From an optimization exercise on the open Yosys and OpenROAD flow, aimed at small area and a short achievable clock period; shortcuts taken in it are not production practice.
In this exercise RTL edits were held to simulation tests only and were not proved equivalent to the original.
No driver is modelled on the clock port, so clocking that relies on it looks cheaper here than on a real chip.
Power and IR drop assume default switching activity.

File: design/flow/design.v
module Timer_Cmp(DataA, DataB, AGB);
input  [21:0] DataA, DataB;
output AGB;
assign AGB = (DataA > DataB);
endmodule
module necount_cmp(DataA, DataB, ALEB);
input  [10:0] DataA, DataB;
output ALEB;
assign ALEB = (DataA <= DataB);
endmodule
module necount_inc(DataA, Sum);
input  [11:0] DataA;
output [11:0] Sum;
assign Sum = DataA + 12'd1;
endmodule
module timer(
    input         clk_sys,
    input         rst_n,
    input         en,           
    input  [21:0] datain,       
    output reg    time_up
);
reg [21:0] timedata;
always @(posedge clk_sys) begin
    if (!rst_n || time_up || !en) begin
        timedata <= 22'd1;
        time_up  <= 1'b0;
    end else begin
        timedata <= timedata + 22'd1;
        time_up  <= (timedata > datain);
    end
end
endmodule
module state_switch(
    input             clk_sys,
    input             rst_n,
    input             time_up_in,
    input      [4:0]  start,
    input      [3:0]  state_over_in,    
    input      [21:0] datain_scale,
    input      [19:0] datain_scan,
    input      [19:0] datain_noise,
    input      [19:0] datain_pluse,
    input      [19:0] datain_state_1ms,
    output reg [21:0] dataout,
    output reg        en,
    output reg        clk_en_scale,
    output reg        clk_en_scan,
    output reg        clk_en_noise,
    output reg        clk_en_pluse,
    output reg        clk_en_st1ms
);
wire onehot = (start == 5'd1) | (start == 5'd2) | (start == 5'd4) |
              (start == 5'd8) | (start == 5'd16);
wire over_sel = (start[0] & state_over_in[0]) | (start[1] & state_over_in[1]) |
                (start[2] & state_over_in[2]) | (start[3] & state_over_in[3]) |
                start[4];
always @(posedge clk_sys) begin
    dataout <= ({22{start[0]}} & datain_scale) |
               ({22{start[1]}} & {2'b00, datain_scan}) |
               ({22{start[2]}} & {2'b00, datain_noise}) |
               ({22{start[3]}} & {2'b00, datain_pluse}) |
               ({22{start[4]}} & {2'b00, datain_state_1ms});
    en           <= rst_n & onehot & over_sel;
    clk_en_scale <= rst_n & start[0] & time_up_in;
    clk_en_scan  <= rst_n & start[1] & time_up_in;
    clk_en_noise <= rst_n & start[2] & time_up_in;
    clk_en_pluse <= rst_n & start[3] & time_up_in;
    clk_en_st1ms <= rst_n & start[4] & time_up_in;
end
endmodule
module scalestate(
    input             clk_sys,
    input             clken_p,
    input             rst_n,
    input      [15:0] datain,
    input             load,
    input      [4:0]  loadchoice,
    input             pn_change,
    input             inv_turn,
    output reg        soft_d,
    output reg        rt_sw,
    output reg        sw_acq1,
    output reg        sw_acq2,
    output reg [21:0] timecount,
    output reg        s_acq,
    output reg        dds_conf,
    output reg        dump_start,
    output reg        pluse_start,
    output reg        pn_out,
    output reg        bb_ch,
    output reg        reset_out,
    output reg        load_out,
    output     [15:0] s_acqnum,
    output reg        intertodsp,
    output            state_over_n,
    output reg [11:0] strippluse,
    output reg        dumpoff_ctr,
    output reg        off_test,
    output            tetw_pluse,
    output reg        s_acq180,
    output reg        long_opentime,
    output reg        dump_sustain_ctrl,
    output            ne_le
);
reg [15:0] PLUSETIME90;
reg [15:0] PLUSETIME180;
reg [15:0] DUMPTIME;
reg [15:0] S_DUMPTIME;
reg [21:0] CUTTIME90;
reg [19:0] CUTTIME180;
reg [19:0] OPENTIME;
reg [15:0] ACQTIME;
reg [10:0] NE_NUM;
reg [11:0] ACQ90_NUM;
reg [11:0] ACQ180_NUM;
reg [11:0] ACQECHO_NUM;
reg [11:0] STRIPNUM90_NUM;
reg [11:0] STRIPNUM180_NUM;
reg [10:0] M_NUM;
reg [21:0] CUTTIME180_Tini;
reg [21:0] CUTTIME180_TEL;
reg [21:0] OPENTIME_TEL;
reg [21:0] CUTTIMEI90;
always @(posedge clk_sys)
    if (load)
        case (loadchoice)
            5'd0:  PLUSETIME90            <= datain;
            5'd1:  PLUSETIME180           <= datain;
            5'd2:  DUMPTIME               <= datain;
            5'd3:  S_DUMPTIME             <= datain;
            5'd4:  CUTTIME90[15:0]        <= datain;
            5'd5:  CUTTIME90[21:16]       <= datain[5:0];
            5'd6:  CUTTIME180[15:0]       <= datain;
            5'd7:  CUTTIME180[19:16]      <= datain[3:0];
            5'd8:  OPENTIME[15:0]         <= datain;
            5'd9:  OPENTIME[19:16]        <= datain[3:0];
            5'd10: ACQTIME                <= datain;
            5'd11: NE_NUM                 <= datain[10:0];
            5'd12: ACQ90_NUM              <= datain[11:0];
            5'd13: ACQ180_NUM             <= datain[11:0];
            5'd14: ACQECHO_NUM            <= datain[11:0];
            5'd15: STRIPNUM90_NUM         <= datain[11:0];
            5'd16: STRIPNUM180_NUM        <= datain[11:0];
            5'd17: M_NUM                  <= datain[10:0];
            5'd18: CUTTIME180_TEL[15:0]   <= datain;
            5'd19: CUTTIME180_TEL[21:16]  <= datain[5:0];
            5'd20: OPENTIME_TEL[15:0]     <= datain;
            5'd21: OPENTIME_TEL[21:16]    <= datain[5:0];
            5'd22: CUTTIME180_Tini[15:0]  <= datain;
            5'd23: CUTTIME180_Tini[21:16] <= datain[5:0];
            5'd24: CUTTIMEI90[15:0]       <= datain;
            5'd25: CUTTIMEI90[21:16]      <= datain[5:0];
            default: ;
        endcase
localparam IDLE = 0, R1 = 1, R2 = 2, ST = 3, STT = 4, P90 = 5, D90 = 6,
           SD90 = 7, CD90 = 8, RES = 9, DC = 10, DCT = 11, P180 = 12,
           D180 = 13, SD180 = 14, OD = 15, OS = 16, EA = 17, CD180 = 18,
           J = 19, STOP = 20, CDI90 = 21;
reg  [21:0] cs;
reg  [21:0] ns;
reg  [10:0] necount;
reg         le_m, le_ne;
reg         fst_lst_pulse, M_pulse;
reg  [11:0] acqnum;
reg         not_stop;
wire go_on = le_ne | inv_turn;
always @(*) begin
    ns        = 22'd0;
    ns[R1]    = cs[IDLE];
    ns[R2]    = cs[R1] | cs[CDI90];
    ns[ST]    = cs[R2];
    ns[STT]   = cs[ST];
    ns[P90]   = cs[STT];
    ns[D90]   = cs[P90];
    ns[SD90]  = cs[D90];
    ns[CD90]  = cs[SD90];
    ns[RES]   = (cs[CD90] & le_ne) | (cs[J] & go_on);
    ns[STOP]  = (cs[CD90] & !le_ne) | (cs[J] & !go_on) | cs[STOP];
    ns[DC]    = cs[RES];
    ns[DCT]   = cs[DC];
    ns[P180]  = cs[DCT];
    ns[D180]  = cs[P180];
    ns[SD180] = cs[D180];
    ns[OD]    = cs[SD180] & le_ne;
    ns[CDI90] = cs[SD180] & !le_ne;
    ns[OS]    = cs[OD];
    ns[EA]    = cs[OS];
    ns[CD180] = cs[EA];
    ns[J]     = cs[CD180];
end
always @(posedge clk_sys)
    if (!rst_n)       cs <= 22'd1;      
    else if (clken_p) cs <= ns;
wire [21:0] tc_next =
      ({22{cs[IDLE]}}                        & 22'd90)
    | ({22{cs[R1] | cs[CDI90] | cs[CD90] | cs[J] | cs[OD]}} & 22'd200)
    | ({22{cs[R2] | cs[RES]}}                & 22'd30)
    | ({22{cs[ST] | cs[DC]}}                 & 22'd570)
    | ({22{cs[STT]}}                         & {6'd0, PLUSETIME90})
    | ({22{cs[P90] | cs[P180]}}              & {6'd0, DUMPTIME})
    | ({22{cs[D90] | (cs[D180] & le_ne)}}    & {6'd0, S_DUMPTIME})
    | ({22{cs[D180] & !le_ne}}               & 22'd4000)
    | ({22{cs[SD90]}}                        & CUTTIME90)
    | ({22{cs[DCT]}}                         & {6'd0, PLUSETIME180})
    | ({22{cs[SD180] & !le_ne}}              & CUTTIMEI90)
    | ({22{cs[SD180] & le_ne & le_m}}        & OPENTIME_TEL)
    | ({22{cs[SD180] & le_ne & !le_m}}       & {2'd0, OPENTIME})
    | ({22{cs[OS]}}                          & {6'd0, ACQTIME})
    | ({22{cs[EA] & le_m}}                   & CUTTIME180_TEL)
    | ({22{cs[EA] & !le_m & M_pulse}}        & CUTTIME180_Tini)
    | ({22{cs[EA] & !le_m & !M_pulse}}       & {2'd0, CUTTIME180})
    | ({22{cs[CD180]}}                       & 22'd100);
always @(posedge clk_sys) begin
    if (!rst_n) begin
        timecount         <= 22'd50;
        soft_d            <= 1'b0;
        rt_sw             <= 1'b0;
        sw_acq1           <= 1'b1;
        sw_acq2           <= 1'b1;
        s_acq             <= 1'b0;
        s_acq180          <= 1'b0;
        bb_ch             <= 1'b0;
        pluse_start       <= 1'b0;
        reset_out         <= 1'b0;
        load_out          <= 1'b0;
        pn_out            <= 1'b0;
        dds_conf          <= 1'b0;
        off_test          <= 1'b0;
        dump_start        <= 1'b0;
        dumpoff_ctr       <= 1'b0;
        intertodsp        <= 1'b0;
        not_stop          <= 1'b1;
        long_opentime     <= 1'b0;
        dump_sustain_ctrl <= 1'b0;
        necount           <= 11'd1;
        acqnum            <= 12'd0;
        strippluse        <= 12'd0;
        fst_lst_pulse     <= 1'b1;
        M_pulse           <= 1'b0;
    end else if (clken_p) begin
        timecount <= tc_next;
        dump_start <= ns[ST] | ns[STT] | ns[P90] | ns[D90] |
                      ns[DC] | ns[DCT] | ns[P180] | ns[D180];
        soft_d     <= ns[ST] | ns[STT] | ns[P90] | ns[D90] | ns[SD90] |
                      ns[DC] | ns[DCT] | ns[P180] | ns[D180] | ns[SD180];
        rt_sw      <= ns[SD90] | ns[SD180] | ns[OD] | ns[OS] | ns[EA];
        sw_acq1    <= !(ns[ST] | ns[STT] | ns[P90] |
                        ((ns[DC] | ns[DCT] | ns[P180]) & fst_lst_pulse));
        sw_acq2    <= !(ns[OD] | ns[OS] | ns[EA]);
        dds_conf   <= ns[ST] | ns[STT] | ns[DC] | ns[DCT];
        load_out   <= ns[ST] | ns[STT] | ns[DC] | ns[DCT] | ns[OD] | ns[OS];
        pluse_start <= ns[STT] | ns[P90] | ns[DCT] | ns[P180];
        off_test   <= ns[P90] | ns[P180];
        s_acq180   <= (ns[DCT] | ns[P180]) & fst_lst_pulse;
        if (ns[STT] | ns[DCT])       s_acq <= 1'b1;
        else if (ns[D90] | ns[CD180]) s_acq <= 1'b0;
        if (ns[ST] | ns[STT])        bb_ch <= 1'b0;
        else if (ns[DC] | ns[DCT])   bb_ch <= 1'b1;
        if (ns[R1] | ns[CDI90] | ns[CD90] | ns[SD180] | ns[J])
            reset_out <= 1'b0;
        else if (ns[R2] | ns[OD] | ns[OS] | cs[CD90] | cs[J] | cs[STOP])
            reset_out <= 1'b1;
        if (ns[R2])                          pn_out <= pn_change;
        else if ((cs[CD90] & le_ne) | cs[J]) pn_out <= 1'b1;
        if (ns[D90] | (ns[D180] & fst_lst_pulse) | ns[CD180]) intertodsp <= 1'b1;
        else if (ns[SD90] | ns[SD180] | ns[J])                 intertodsp <= 1'b0;
        if (ns[STOP]) begin
            dumpoff_ctr <= 1'b1;
            not_stop    <= 1'b0;
        end
        if (ns[DC]) long_opentime <= le_m;
        if (ns[SD180])   dump_sustain_ctrl <= 1'b1;
        else if (ns[OS]) dump_sustain_ctrl <= 1'b0;
        if (ns[OS]) necount <= necount + 11'd1;
        if (ns[R2]) begin
            acqnum     <= ACQ90_NUM;
            strippluse <= STRIPNUM90_NUM;
        end else if (ns[RES] & fst_lst_pulse) begin
            acqnum     <= ACQ180_NUM;
            strippluse <= STRIPNUM180_NUM;
        end else if (ns[SD180]) begin
            acqnum     <= ACQECHO_NUM;
            strippluse <= 12'd0;
        end
        if (ns[J]) begin
            fst_lst_pulse <= (necount == NE_NUM);
            M_pulse       <= (necount == M_NUM);
        end
    end
end
always @(posedge clk_sys)
    if (!rst_n) begin
        le_m  <= 1'b0;
        le_ne <= 1'b0;
    end else begin
        le_m  <= (necount <= M_NUM);
        le_ne <= (necount <= NE_NUM);
    end
assign s_acqnum     = {4'd0, acqnum};
assign state_over_n = not_stop;
assign tetw_pluse   = not_stop;
assign ne_le        = le_ne;
endmodule
module scanstate(
    input             clk_sys,
    input             clken_p,
    input             rst_n,
    input      [15:0] datain,
    input             scanload,
    input             scanchoice,
    output reg        dumpon_ctr,
    output reg        dumpoff_ctr,
    output            soft_d,
    output reg        rt_sw,
    output            sw_acq1,
    output reg        sw_acq2,
    output reg [19:0] timecount,
    output reg        s_acq,
    output            dds_conf,
    output reg        calctrl,
    output reg        state_over_n,
    output reg        resetout
);
reg [15:0] acqtime;
reg [15:0] dectime;
always @(posedge clk_sys)
    if (scanload) begin
        if (scanchoice) dectime <= datain;
        else            acqtime <= datain;
    end
reg  [2:0] cs;
wire [2:0] q = (cs == 3'd7) ? 3'd7 : cs + 3'd1;
reg  [2:0] qr;     
always @(posedge clk_sys)
    if (!rst_n) begin
        cs <= 3'd0;
        qr <= 3'd0;
    end else begin
        if (clken_p) cs <= q;
        qr <= q;
    end
always @(posedge clk_sys) begin
    if (!rst_n) begin
        dumpon_ctr   <= 1'b0;
        dumpoff_ctr  <= 1'b0;
        rt_sw        <= 1'b0;
        sw_acq2      <= 1'b1;
        s_acq        <= 1'b0;
        calctrl      <= 1'b0;
        state_over_n <= 1'b1;
        resetout     <= 1'b0;
    end else begin
        dumpon_ctr   <= (q == 3'd2);
        dumpoff_ctr  <= (q == 3'd6);
        rt_sw        <= (q >= 3'd2) && (q <= 3'd5);
        sw_acq2      <= !((q == 3'd4) || (q == 3'd5));
        s_acq        <= (q >= 3'd5);
        calctrl      <= (q >= 3'd3) && (q <= 3'd5);
        state_over_n <= (q != 3'd7);
        resetout     <= (q >= 3'd4);
    end
end
assign soft_d   = dumpon_ctr;
assign dds_conf = dumpon_ctr;
assign sw_acq1  = 1'b1;
always @(*)
    case (qr)
        3'd0:    timecount = 20'd1;
        3'd2:    timecount = 20'd3000;
        3'd3:    timecount = {4'd0, dectime};
        3'd4:    timecount = 20'd500;
        3'd5:    timecount = {4'd0, acqtime};
        default: timecount = 20'd100;
    endcase
endmodule
module noisestate(
    input             clk_sys,
    input             clken_p,
    input             rst_n,
    input             nload,
    input             nchoice,
    input      [15:0] ndatain,
    output reg        dumpon_ctr,
    output reg        dumpoff_ctr,
    output            soft_d,
    output reg        rt_sw,
    output            sw_acq1,
    output reg        sw_acq2,
    output reg [19:0] timecount,
    output reg        n_acq,
    output reg        state_over_n
);
reg [15:0] acqtime;
reg [15:0] dectime;
always @(posedge clk_sys)
    if (nload) begin
        if (nchoice) dectime <= ndatain;
        else         acqtime <= ndatain;
    end
reg  [2:0] cs;
wire [2:0] q = (cs == 3'd7) ? 3'd7 : cs + 3'd1;
reg  [2:0] qr;     
always @(posedge clk_sys)
    if (!rst_n) begin
        cs <= 3'd0;
        qr <= 3'd0;
    end else begin
        if (clken_p) cs <= q;
        qr <= q;
    end
always @(posedge clk_sys) begin
    if (!rst_n) begin
        dumpon_ctr   <= 1'b0;
        dumpoff_ctr  <= 1'b0;
        rt_sw        <= 1'b0;
        sw_acq2      <= 1'b1;
        n_acq        <= 1'b0;
        state_over_n <= 1'b1;
    end else begin
        dumpon_ctr   <= (q == 3'd2);
        dumpoff_ctr  <= (q == 3'd6);
        rt_sw        <= (q >= 3'd2) && (q <= 3'd5);
        sw_acq2      <= !((q == 3'd4) || (q == 3'd5));
        n_acq        <= (q == 3'd5);
        state_over_n <= (q != 3'd7);
    end
end
assign soft_d  = dumpon_ctr;
assign sw_acq1 = 1'b1;
always @(*)
    case (qr)
        3'd0:    timecount = 20'd1;
        3'd2:    timecount = 20'd3000;
        3'd3:    timecount = {4'd0, dectime};
        3'd4:    timecount = 20'd500;
        3'd5:    timecount = {4'd0, acqtime};
        default: timecount = 20'd100;
    endcase
endmodule
module plusestate(
    input             clk_sys,
    input             clken_p,
    input             rst_n,
    input      [15:0] datain,
    input             load,
    input             loadchoice,
    output            soft_d,
    output            rt_sw,
    output reg        sw_acq1,
    output            sw_acq2,
    output reg [19:0] timecount,
    output            pluse_acq,
    output reg        pluse_start,
    output            off_test,
    output reg        dump_start,
    output reg        state_over_n,
    output reg        dds_config,
    output reg        dumpoff_ctr,
    output            tetw_pluse
);
reg [15:0] PLUSETIME;
reg [15:0] DUMPTIME;
always @(posedge clk_sys)
    if (load) begin
        if (loadchoice) DUMPTIME  <= datain;
        else            PLUSETIME <= datain;
    end
reg  [3:0] cs;
wire [3:0] q = (cs == 4'd9) ? 4'd9 : cs + 4'd1;
reg  [3:0] qr;     
always @(posedge clk_sys)
    if (!rst_n) begin
        cs <= 4'd0;
        qr <= 4'd0;
    end else begin
        if (clken_p) cs <= q;
        qr <= q;
    end
always @(posedge clk_sys) begin
    if (!rst_n) begin
        sw_acq1      <= 1'b1;
        pluse_start  <= 1'b0;
        dump_start   <= 1'b0;
        state_over_n <= 1'b1;
        dds_config   <= 1'b0;
        dumpoff_ctr  <= 1'b0;
    end else begin
        sw_acq1      <= !((q >= 4'd4) && (q <= 4'd8));
        pluse_start  <= (q == 4'd6) || (q == 4'd7);
        dump_start   <= (q >= 4'd5) && (q <= 4'd8);
        state_over_n <= (q != 4'd9);
        dds_config   <= (q == 4'd5) || (q == 4'd6);
        dumpoff_ctr  <= (q == 4'd9);
    end
end
assign soft_d     = dump_start;
assign pluse_acq  = dump_start;
assign off_test   = pluse_start;
assign tetw_pluse = dumpoff_ctr;
assign rt_sw      = 1'b0;
assign sw_acq2    = 1'b1;
always @(*)
    case (qr)
        4'd0:    timecount = 20'd1;
        4'd1:    timecount = 20'd10;
        4'd4:    timecount = 20'd400;
        4'd5:    timecount = 20'd30;
        4'd6:    timecount = 20'd168;
        4'd7:    timecount = {4'd0, PLUSETIME};
        4'd8:    timecount = {4'd0, DUMPTIME};
        default: timecount = 20'd100;
    endcase
endmodule
module state_1ms(
    input             clk_sys,
    input             clken_p,
    input             rst_n,
    input             load,
    input      [3:0]  loadchoice,
    input      [15:0] datain,
    output reg        reset_out,
    output reg        dump_start,
    output reg        pluse_start,
    output reg        bri_cycle,
    output reg        rt_sw,
    output reg        soft_dump,
    output reg [19:0] timecount
);
reg [15:0] PLUSECYCLE;
reg [15:0] PLUSETIME;
reg [15:0] M_DUMPTIME;
reg [15:0] S_DUMPTIME;
reg [19:0] CUTTIME;
always @(posedge clk_sys)
    if (load)
        case (loadchoice)
            4'd0: PLUSECYCLE    <= datain;
            4'd1: PLUSETIME     <= datain;
            4'd2: M_DUMPTIME    <= datain;
            4'd3: S_DUMPTIME    <= datain;
            4'd4: CUTTIME[15:0]  <= datain;
            4'd5: CUTTIME[19:16] <= datain[3:0];
            default: ;
        endcase
reg  [3:0] cs;
wire [3:0] q = (cs == 4'd9) ? 4'd0 : cs + 4'd1;
always @(posedge clk_sys)
    if (!rst_n)       cs <= 4'd0;
    else if (clken_p) cs <= q;
always @(posedge clk_sys) begin
    if (!rst_n) begin
        reset_out   <= 1'b0;
        dump_start  <= 1'b0;
        pluse_start <= 1'b0;
        bri_cycle   <= 1'b0;
        soft_dump   <= 1'b0;
        rt_sw       <= 1'b0;
        timecount   <= 20'd1;
    end else begin
        dump_start  <= (q >= 4'd4) && (q <= 4'd7);
        pluse_start <= (q == 4'd5) || (q == 4'd6);
        bri_cycle   <= (q == 4'd6);
        soft_dump   <= (q >= 4'd4) && (q <= 4'd8);
        rt_sw       <= (q == 4'd8);
        if (q == 4'd2)
            reset_out <= 1'b0;
        else if (q >= 4'd3)
            reset_out <= 1'b1;
        case (q)
            4'd0:    ;
            4'd1:    timecount <= 20'd10;
            4'd5:    timecount <= {4'd0, PLUSECYCLE};
            4'd6:    timecount <= {4'd0, PLUSETIME};
            4'd7:    timecount <= {4'd0, M_DUMPTIME};
            4'd8:    timecount <= {4'd0, S_DUMPTIME};
            4'd9:    timecount <= CUTTIME;
            default: timecount <= 20'd100;
        endcase
    end
end
endmodule
module nmr_seq(
    input         clk_sys,
    input         rst_n,           
    input  [4:0]  start,           
    input  [15:0] datain,          
    input         scale_rst_n,
    input         scale_load,
    input  [4:0]  scale_choice,
    input         pn_change,
    input         inv_turn,
    output        scale_soft_d,
    output        scale_rt_sw,
    output        scale_sw_acq1,
    output        scale_sw_acq2,
    output        scale_s_acq,
    output        scale_dds_conf,
    output        scale_dump_start,
    output        scale_pluse_start,
    output        scale_pn_out,
    output        scale_bb_ch,
    output        scale_reset_out,
    output        scale_load_out,
    output [15:0] scale_s_acqnum,
    output        scale_intertodsp,
    output        scale_state_over_n,
    output [11:0] scale_strippluse,
    output        scale_dumpoff_ctr,
    output        scale_off_test,
    output        scale_tetw_pluse,
    output        scale_s_acq180,
    output        scale_long_opentime,
    output        scale_dump_sustain_ctrl,
    output        scale_ne_le,
    input         scan_rst_n,
    input         scan_load,
    input         scan_choice,
    output        scan_dumpon_ctr,
    output        scan_dumpoff_ctr,
    output        scan_soft_d,
    output        scan_rt_sw,
    output        scan_sw_acq1,
    output        scan_sw_acq2,
    output        scan_s_acq,
    output        scan_dds_conf,
    output        scan_calctrl,
    output        scan_state_over_n,
    output        scan_resetout,
    input         noise_rst_n,
    input         noise_load,
    input         noise_choice,
    output        noise_dumpon_ctr,
    output        noise_dumpoff_ctr,
    output        noise_soft_d,
    output        noise_rt_sw,
    output        noise_sw_acq1,
    output        noise_sw_acq2,
    output        noise_n_acq,
    output        noise_state_over_n,
    input         pluse_rst_n,
    input         pluse_load,
    input         pluse_choice,
    output        pluse_soft_d,
    output        pluse_rt_sw,
    output        pluse_sw_acq1,
    output        pluse_sw_acq2,
    output        pluse_acq,
    output        pluse_pluse_start,
    output        pluse_off_test,
    output        pluse_dump_start,
    output        pluse_state_over_n,
    output        pluse_dds_config,
    output        pluse_dumpoff_ctr,
    output        pluse_tetw_pluse,
    input         st1ms_rst_n,
    input         st1ms_load,
    input  [3:0]  st1ms_choice,
    output        st1ms_reset_out,
    output        st1ms_dump_start,
    output        st1ms_pluse_start,
    output        st1ms_bri_cycle,
    output        st1ms_rt_sw,
    output        st1ms_soft_dump,
    output        clk_en_scale,
    output        clk_en_scan,
    output        clk_en_noise,
    output        clk_en_pluse,
    output        clk_en_st1ms
);
reg  [15:0] datain_d;
reg         scan_load_d, scan_choice_d, noise_load_d, noise_choice_d;
reg         pluse_load_d, pluse_choice_d;
always @(posedge clk_sys) begin
    datain_d       <= datain;
    scan_load_d    <= scan_load;
    scan_choice_d  <= scan_choice;
    noise_load_d   <= noise_load;
    noise_choice_d <= noise_choice;
    pluse_load_d   <= pluse_load;
    pluse_choice_d <= pluse_choice;
end
wire [21:0] tc_scale;
wire [19:0] tc_scan, tc_noise, tc_pluse, tc_st1ms;
wire [21:0] sw_dataout;
wire        sw_en, time_up;
timer timer_0 (
    .clk_sys(clk_sys), .rst_n(rst_n), .en(sw_en),
    .datain(sw_dataout), .time_up(time_up));
state_switch state_switch_0 (
    .clk_sys(clk_sys), .rst_n(rst_n), .time_up_in(time_up),
    .start(start),
    .state_over_in({pluse_state_over_n, noise_state_over_n,
                    scan_state_over_n, scale_state_over_n}),
    .datain_scale(tc_scale), .datain_scan(tc_scan),
    .datain_noise(tc_noise), .datain_pluse(tc_pluse),
    .datain_state_1ms(tc_st1ms),
    .dataout(sw_dataout), .en(sw_en),
    .clk_en_scale(clk_en_scale), .clk_en_scan(clk_en_scan),
    .clk_en_noise(clk_en_noise), .clk_en_pluse(clk_en_pluse),
    .clk_en_st1ms(clk_en_st1ms));
scalestate scalestate_0 (
    .clk_sys(clk_sys), .clken_p(clk_en_scale), .rst_n(scale_rst_n),
    .soft_d(scale_soft_d), .rt_sw(scale_rt_sw),
    .sw_acq1(scale_sw_acq1), .sw_acq2(scale_sw_acq2),
    .s_acq(scale_s_acq), .dds_conf(scale_dds_conf),
    .load(scale_load), .pn_change(pn_change), .inv_turn(inv_turn),
    .dump_start(scale_dump_start), .pluse_start(scale_pluse_start),
    .pn_out(scale_pn_out), .bb_ch(scale_bb_ch),
    .reset_out(scale_reset_out), .load_out(scale_load_out),
    .intertodsp(scale_intertodsp), .state_over_n(scale_state_over_n),
    .dumpoff_ctr(scale_dumpoff_ctr), .off_test(scale_off_test),
    .tetw_pluse(scale_tetw_pluse), .s_acq180(scale_s_acq180),
    .long_opentime(scale_long_opentime),
    .dump_sustain_ctrl(scale_dump_sustain_ctrl), .ne_le(scale_ne_le),
    .timecount(tc_scale), .datain(datain), .loadchoice(scale_choice),
    .s_acqnum(scale_s_acqnum), .strippluse(scale_strippluse));
scanstate scanstate_0 (
    .clk_sys(clk_sys), .clken_p(clk_en_scan), .rst_n(scan_rst_n),
    .dumpon_ctr(scan_dumpon_ctr), .dumpoff_ctr(scan_dumpoff_ctr),
    .soft_d(scan_soft_d), .rt_sw(scan_rt_sw),
    .sw_acq1(scan_sw_acq1), .sw_acq2(scan_sw_acq2),
    .s_acq(scan_s_acq), .dds_conf(scan_dds_conf),
    .calctrl(scan_calctrl), .state_over_n(scan_state_over_n),
    .scanload(scan_load_d), .scanchoice(scan_choice_d),
    .resetout(scan_resetout), .timecount(tc_scan), .datain(datain_d));
noisestate noisestate_0 (
    .clk_sys(clk_sys), .clken_p(clk_en_noise), .rst_n(noise_rst_n),
    .dumpon_ctr(noise_dumpon_ctr), .dumpoff_ctr(noise_dumpoff_ctr),
    .soft_d(noise_soft_d), .rt_sw(noise_rt_sw),
    .sw_acq1(noise_sw_acq1), .sw_acq2(noise_sw_acq2),
    .n_acq(noise_n_acq), .state_over_n(noise_state_over_n),
    .nload(noise_load_d), .nchoice(noise_choice_d),
    .timecount(tc_noise), .ndatain(datain_d));
plusestate plusestate_0 (
    .clk_sys(clk_sys), .clken_p(clk_en_pluse), .rst_n(pluse_rst_n),
    .soft_d(pluse_soft_d), .rt_sw(pluse_rt_sw),
    .sw_acq1(pluse_sw_acq1), .sw_acq2(pluse_sw_acq2),
    .pluse_acq(pluse_acq), .pluse_start(pluse_pluse_start),
    .off_test(pluse_off_test), .load(pluse_load_d),
    .loadchoice(pluse_choice_d), .dump_start(pluse_dump_start),
    .state_over_n(pluse_state_over_n), .dds_config(pluse_dds_config),
    .dumpoff_ctr(pluse_dumpoff_ctr), .tetw_pluse(pluse_tetw_pluse),
    .timecount(tc_pluse), .datain(datain_d));
state_1ms state_1ms_0 (
    .clk_sys(clk_sys), .clken_p(clk_en_st1ms), .rst_n(st1ms_rst_n),
    .load(st1ms_load), .loadchoice(st1ms_choice),
    .reset_out(st1ms_reset_out), .dump_start(st1ms_dump_start),
    .pluse_start(st1ms_pluse_start), .bri_cycle(st1ms_bri_cycle),
    .rt_sw(st1ms_rt_sw), .soft_dump(st1ms_soft_dump),
    .timecount(tc_st1ms), .datain(datain));
endmodule
File: design/flow/flow/run.sh
#!/bin/bash
# Layout flow: the standard ORFS flow (standard.sh, synthesis unchanged)
# with these changes, all at the design's clock period and constraints:
#  - port buffers are buf_2 cells;
#  - setup repair aims for a tighter slack than the 10 ns clock needs, and
#    may change a cell's drive strength across footprints;
#  - after CTS, post_cts.tcl replaces the upper levels of the clock tree by
#    root buffers fed from the clock port (see there).
# ORFS writes each step's full log under orfs/logs; make's output goes to
# standard_flow.log.
set -uo pipefail
here=$(cd "$(dirname "$0")" && pwd)
bash standard.sh \
    "BUFFER_PORTS_ARGS=-buffer_cell sky130_fd_sc_hd__buf_2" \
    SETUP_SLACK_MARGIN=7.0 MATCH_CELL_FOOTPRINT=0 \
    POST_CTS_TCL="$here/post_cts.tcl" \
    ${EXTRA_MAKE_ARGS:-} \
    finish > standard_flow.log 2>&1
File: design/flow/flow/clock_roots.tcl
# Rebuild the top of the clock tree: keep CTS's leaf buffers (and any sink
# wired to the upper levels), remove the upper-level buffers and the dummy
# loads CTS added to balance them, and drive the sinks from NROOTS root
# buffers, each fed straight from the clock port and placed at the centre of
# the sinks it drives. Every register still gets its clock through buffers.
proc rebuild_clock_roots { nroots root_master } {
  set db [ord::get_db]
  set block [ord::get_db_block]
  set port_net [$block findNet $::env(CLOCK_PORT_NET)]
  set master [$db findMaster $root_master]
  # upper-level buffers: reachable from the port through clock buffers that
  # are not leaf buffers
  set upper {}
  set loads {}
  set dummies {}
  set frontier [list $port_net]
  while {[llength $frontier] > 0} {
    set net [lindex $frontier 0]
    set frontier [lrange $frontier 1 end]
    foreach it [$net getITerms] {
      if {![$it isInputSignal] && [$it getIoType] ne "INPUT"} { continue }
      set inst [$it getInst]
      set name [$inst getName]
      set mname [[$inst getMaster] getName]
      if {[string match "clkload*" $name]} { lappend dummies $inst; continue }
      if {[string match "clkbuf_*" $name] && ![string match "clkbuf_leaf_*" $name] \
            && [string match "*clkbuf*" $mname]} {
        lappend upper $inst
        set onet [[$inst findITerm X] getNet]
        if {$onet ne "NULL"} { lappend frontier $onet }
        continue
      }
      if {$net ne $port_net} { lappend loads $it }
    }
  }
  puts "clock_roots: [llength $upper] upper buffers, [llength $dummies] dummy loads, [llength $loads] sinks to re-drive"
  if {[llength $upper] == 0} { return }
  # remove upper buffers, their nets and the dummies
  set kill_nets {}
  foreach inst $upper {
    set onet [[$inst findITerm X] getNet]
    if {$onet ne "NULL"} { lappend kill_nets $onet }
  }
  foreach it $loads { $it disconnect }
  foreach inst [concat $upper $dummies] { odb::dbInst_destroy $inst }
  foreach net $kill_nets { odb::dbNet_destroy $net }
  # split the sinks into nroots groups by position: sort by x, then by y in halves
  set pts {}
  foreach it $loads {
    set b [[$it getInst] getBBox]
    lappend pts [list $it [expr {([$b xMin] + [$b xMax]) / 2}] [expr {([$b yMin] + [$b yMax]) / 2}]]
  }
  set groups [list $pts]
  while {[llength $groups] < $nroots} {
    # split the largest group along its longer side
    set gi 0; set best -1
    for {set i 0} {$i < [llength $groups]} {incr i} {
      set n [llength [lindex $groups $i]]
      if {$n > $best} { set best $n; set gi $i }
    }
    set g [lindex $groups $gi]
    set xs [lmap p $g {lindex $p 1}]; set ys [lmap p $g {lindex $p 2}]
    set dx [expr {[tcl::mathfunc::max {*}$xs] - [tcl::mathfunc::min {*}$xs]}]
    set dy [expr {[tcl::mathfunc::max {*}$ys] - [tcl::mathfunc::min {*}$ys]}]
    set key [expr {$dx >= $dy ? 1 : 2}]
    set s [lsort -integer -index $key $g]
    set h [expr {[llength $s] / 2}]
    set groups [lreplace $groups $gi $gi [lrange $s 0 [expr {$h - 1}]] [lrange $s $h end]]
  }
  set k 0
  foreach g $groups {
    set sx 0; set sy 0
    foreach p $g { incr sx [lindex $p 1]; incr sy [lindex $p 2] }
    set cx [expr {$sx / [llength $g]}]; set cy [expr {$sy / [llength $g]}]
    set inst [odb::dbInst_create $block $master "clkroot_$k"]
    set net [odb::dbNet_create $block "clknet_root_$k"]
    $net setSigType CLOCK
    [$inst findITerm A] connect $port_net
    [$inst findITerm X] connect $net
    foreach p $g { [lindex $p 0] connect $net }
    $inst setLocation $cx $cy
    $inst setPlacementStatus PLACED
    puts "clock_roots: clkroot_$k drives [llength $g] sinks at ($cx, $cy)"
    incr k
  }
}
File: design/flow/flow/post_cts.tcl
# Runs at the end of ORFS's CTS step (POST_CTS_TCL). CTS builds a root
# buffer, a level of branch buffers and the leaf buffers; the branch level
# adds about 0.2 ns to every register's clock. Replace the root and branch
# level by a few root buffers fed from the clock port (all registers keep a
# balanced, buffered clock), then legalise and repair timing again.
source [file join [file dirname [info script]] clock_roots.tcl]
set ::env(CLOCK_PORT_NET) clk_sys
rebuild_clock_roots 4 sky130_fd_sc_hd__clkbuf_16
detailed_placement
estimate_parasitics -placement
report_clock_skew
repair_timing_helper
detailed_placement
check_placement -verbose
estimate_parasitics -placement
report_clock_skew
report_worst_slack -max
report_worst_slack -min
File: design/flow/standard.sh
#!/bin/bash
# synth_recipe.tcl (not shown) runs the flow's synth.tcl, then flattens the netlist and writes it again
# the make line also repeats each setting of config.mk as NAME=value (left out here)
make -C /OpenROAD-flow-scripts/flow DESIGN_CONFIG=/design/flow/config.mk WORK_HOME=/design/flow/orfs CLKGATE_MAP_FILE= SYNTH_SCRIPT=/design/flow/synth_recipe.tcl "${@:-finish}"
File: design/flow/config.mk
export PLATFORM = sky130hd
export DESIGN_NAME = nmr_seq
export DESIGN_NICKNAME = nmr_seq
export VERILOG_FILES = /design/flow/design.v
export SDC_FILE = /design/flow/constraint.sdc
export NUM_CORES = 4
export LEC_CHECK = 0
export CAP_MARGIN = 20
export CORE_MARGIN = 2
export CORE_UTILIZATION = 65
export CTS_BUF_LIST = sky130_fd_sc_hd__clkbuf_8 sky130_fd_sc_hd__clkbuf_16
export CTS_CLUSTER_DIAMETER = 100
export CTS_CLUSTER_SIZE = 30
export PLACE_DENSITY = 0.75
export SLEW_MARGIN = 20
File: design/flow/constraint.sdc
create_clock -name core_clock -period 10.0 [get_ports {clk_sys}]
set_input_delay 2.0000 -clock core_clock [delete_from_list [all_inputs] [get_ports {clk_sys}]]
set_output_delay 2.0000 -clock core_clock [all_outputs]
set_load 0.01 [all_outputs]
==> results by group <==
CTS
  – Clock slew at reported path FFs: 0.12 ns
  – CTS Sinks: 737
  – CTS tree: built
  – Clock latency on the worst-skew pair: 0.39 ns

Floorplan
  – Die height: 211.4 um
  – Row cnt: 75
  – Die area: 44,690 um2
  – Chip width: 211.4 um
  – Core area: 42,230 um2
  – Top Ports: 138
  – Initial Util: 66.21%

Critical path
  – RR Startpoint: scalestate_0.le_m$_SDFF_PN0_
  – Arr. time, crit path: 3.07 ns
  – Worst setup startpoint: scale_choice[0]
  – Data required time at the worst endpoint: 10.04 ns
  – Startpoint type of the worst setup path: primary input
  – CP Class: in -> reg
  – Worst Path Max Fanout: 6
  – Crit. End Element: register

Timing
  – Final Critical Period: 3.035 ns
  – Max Clk Rate: 0.3295 GHz
  – Relative slew slack: 29.54%
  – Tightest Pin Transition: 1.056 ns
  – Post-Route Skew: 0.03175 ns
  – Min Hold Slack: 0.4673 ns
  – Final Hold Viols: 0
  – Final setup viols: 0
  – Fin crit share: 30.35%
  – RSZ-0062 raised after global routing: true
  – Max Slew Vio Count: 0
  – Setup TNS: 0 ns

Place
  – I/O Buffers: 129
  – Hpwl dp: 42.33 mm
  – Placed cell count: 2,651
  – Final GP Congestion: 0.8480

Synth
  – Largest cells by area after synthesis: edfxtp_1 (53%), dfxtp_1 (18%), ha_1 (2.3%)
  – Mapped cell area: 27,960 um2
  – Syn Inst Count: 2,090
  – Post-synth top area cell: edfxtp_1
  – Sequential-to-total area share from yosys stat: 70.38%
  – Dominant combinational cell family by area after synthesis: compound AO/OA/AOI/OAI gates
  – Xor/xnor share of the synthesized area: 1.065%
  – Commonest register cell after synthesis: edfxtp_1
  – Synth async-reset ratio: 0%
  – Syn avg cell area: 13.38 um2
  – EDFF count, synth: 492
  – Simple-gate share of the synthesized area: 9.760%
  – Post-Synth Adder-Cell Area: 2.363%
  – Post-synth top area share: 52.84%
  – Multiplexer share of the synthesized area: 0.8592%
  – FF+latch count, synth: 737
  – Ys Warns: 8
  – Synth Area in Compound Gates: 12.57%
  – Synth top cells by count: edfxtp_1 (492), dfxtp_1 (245), nor2_1 (152), nand2_1 (139), a21oi_1 (92)
  – Most common cell in the netlist: edfxtp_1
  – Synth unique cells: 75

Detailed routing
  – Routed wire length: 68.69 mm
  – Routed length on met2: 33.57 mm
  – Top routing layer used: met5
  – Via density per instance: 6.489
  – Wire length on met1: 26.74 mm
  – Drt drc: 0
  – Number of DRC markers in iteration 0: 2,300
  – Antenna-violating nets left: 0
  – Met3 WL: 5.859 mm
  – Router iterations before antenna repair: 8
  – Routed len/inst: 24.91 um
  – Via count: 17,900

Layout
  – Ratio of cells with drive above 1 in the final layout: 16.90%
  – Fill cells: 2,674
  – Finished Layout Cells: 2,758
  – # diodes: 0
  – Total Nets Final: 2,297
  – P&R area growth vs syn: 11.87%

Power
  – Tot Pwr: 4.861 mW
  – P_leak: 10.78 nW
  – PD cells: 155.4 nW/um2
  – Peak VDD IR: 0.2289 mV

Global route
  – Pin count of the biggest net entering global routing: 63
  – Vias in the first global route: 17,210
  – Global-route wire length before repair: 102.7 mm
  – Total gr overflow: 0
  – GRT Util Overall: 31.03%
  – Initial antenna violation count: 5

Run
  – MaxCap Viol Count: 0

Min path
  – Worst hold path type: reg -> reg
  – Hold path start: scalestate_0.acqnum[5]$_SDFFE_PN0P_

Run status
  – Status: complete, no violations
[kinds of logic after synthesis]
family,count (synthesis)
AO/OA/AOI/OAI,496
XOR/XNOR,34
adder cells (fa/ha/maj),53
buffers and inverters,192
flip-flops,737
multiplexers,24
other,2
AND/OR/NAND/NOR,552
[per-stage QoR]
stage / cell area (um2) / setup WS [ns] / util [%]
2_1_floorplan: 28260 / 6.789 / -
5_1_grt: 31280 / 6.939 / 74.07
6_report: 31280 / 6.966 / 74.07
3_5_place_dp: 29090 / 5.727 / 68.90
3_3_place_gp: 29090 / 5.853 / 68.90
[registers in the layout, summed over array words and instances (netlist names), 22 cells and up]
name	flops
scalestate_0.timecount	22
scalestate_0.CUTTIME90	22
scalestate_0.CUTTIME180_Tini	22
scalestate_0.OPENTIME_TEL	22
scalestate_0.CUTTIME180_TEL	22
scalestate_0.CUTTIMEI90	22
scalestate_0.cs	22
timer_0.timedata	22
state_switch_0.dataout	22
[cell usage in the layout (no fill, tap or decap), types with 12 or more instances in the layout]
cell and instances:
ha_1 52, buf_2 60, nor2b_1 33, xor2_1 12, nor3_2 14, buf_4 39, clkbuf_16 33, nand2b_1 26
inv_1 85, a22oi_1 70, nand4_1 16, dfxtp_2 50, dfxtp_1 186, o21ai_0 90, nor3_1 15, nor2_1 122
nand2_1 136, xnor2_1 22, a21oi_1 89, buf_12 18, a222oi_1 37, and2_1 20, a22o_1 17, a31oi_1 19
a311o_1 12, nand3_1 55, mux2i_1 24, nor2_4 24, a21boi_0 27, buf_6 71, and3_1 19, edfxtp_1 492
a221oi_1 38
[per-layer routing]
| layer | GRT usage, % | vias to the layer above |
|---|---|---|
| li1 | - | 8054 |
| met3 | 4.495 | 146 |
| met2 | 51.37 | 857 |
| met5 | 0 | - |
| met1 | 42.33 | 8835 |
| met4 | 11.32 | 4 |
[final cells by class, clock buffers not listed]
type	count	area (um2)	share of cell area, %
Buffer	4	100.1	0.3200
Clock inverter	23	98.84	0.3160
Inverter	65	244.0	0.7801
Multi-Input combinational cell	1168	7831	25.04
Sequential cell	737	19780	63.23
Tap cell	539	674.4	2.156
Timing Repair Buffer	197	1928	6.164
[critical path, cell delays in order]
cell	delay, ns
buf_2	0.13
nand2_1	0.45
nor2_1	0.48
[report_power, final]
group          switching (mW)  total, mW  internal [mW]  leakage [nW]
logic                   0.104      0.135         0.0307          3.81
clock network           0.854       1.40          0.546         0.482
registers              0.0248       3.33           3.30          6.48
[path summary, 6_finish.rpt]
check	end	slack, ns	cells past startpoint
worst max-delay path	scalestate_0.CUTTIME180[16]$_DFFE_PP_	6.97	3
worst min-delay path	scalestate_0.acqnum[5]$_SDFFE_PN0P_	0.47	2
worst max register to register	scalestate_0.timecount[4]$_SDFFE_PN1P_	7.32	6
worst min register to register	scalestate_0.acqnum[5]$_SDFFE_PN0P_	0.47	2

-- separate check: timing with driven ports --
The flow's constraints put no driver on any port. The routed layout listed below was extracted and timed again, unchanged, in two steps. Step 1 assumes that a clkbuf_16 drives the clock port and a buf_2 every other input. Step 2, shift: input delay + t, output delay - t, t = (earliest + latest rising clock arrival at the registers) / 2. This alone moves slack from input paths to output paths. Three values: no drivers, after step 1, after step 2; two values: the first two.
t (ns): 0.490
setup slack, ns: 6.965 / 6.961 / 6.550
clock arrival spread, ns: 0.042 / 0.042
slew at the worst register clock pin (ns): 0.12 / 0.12
After both steps setup and hold are still met in this run. For this run, drivers alone change the setup slack by -0.004 ns; drivers and shift together by -0.415 ns.
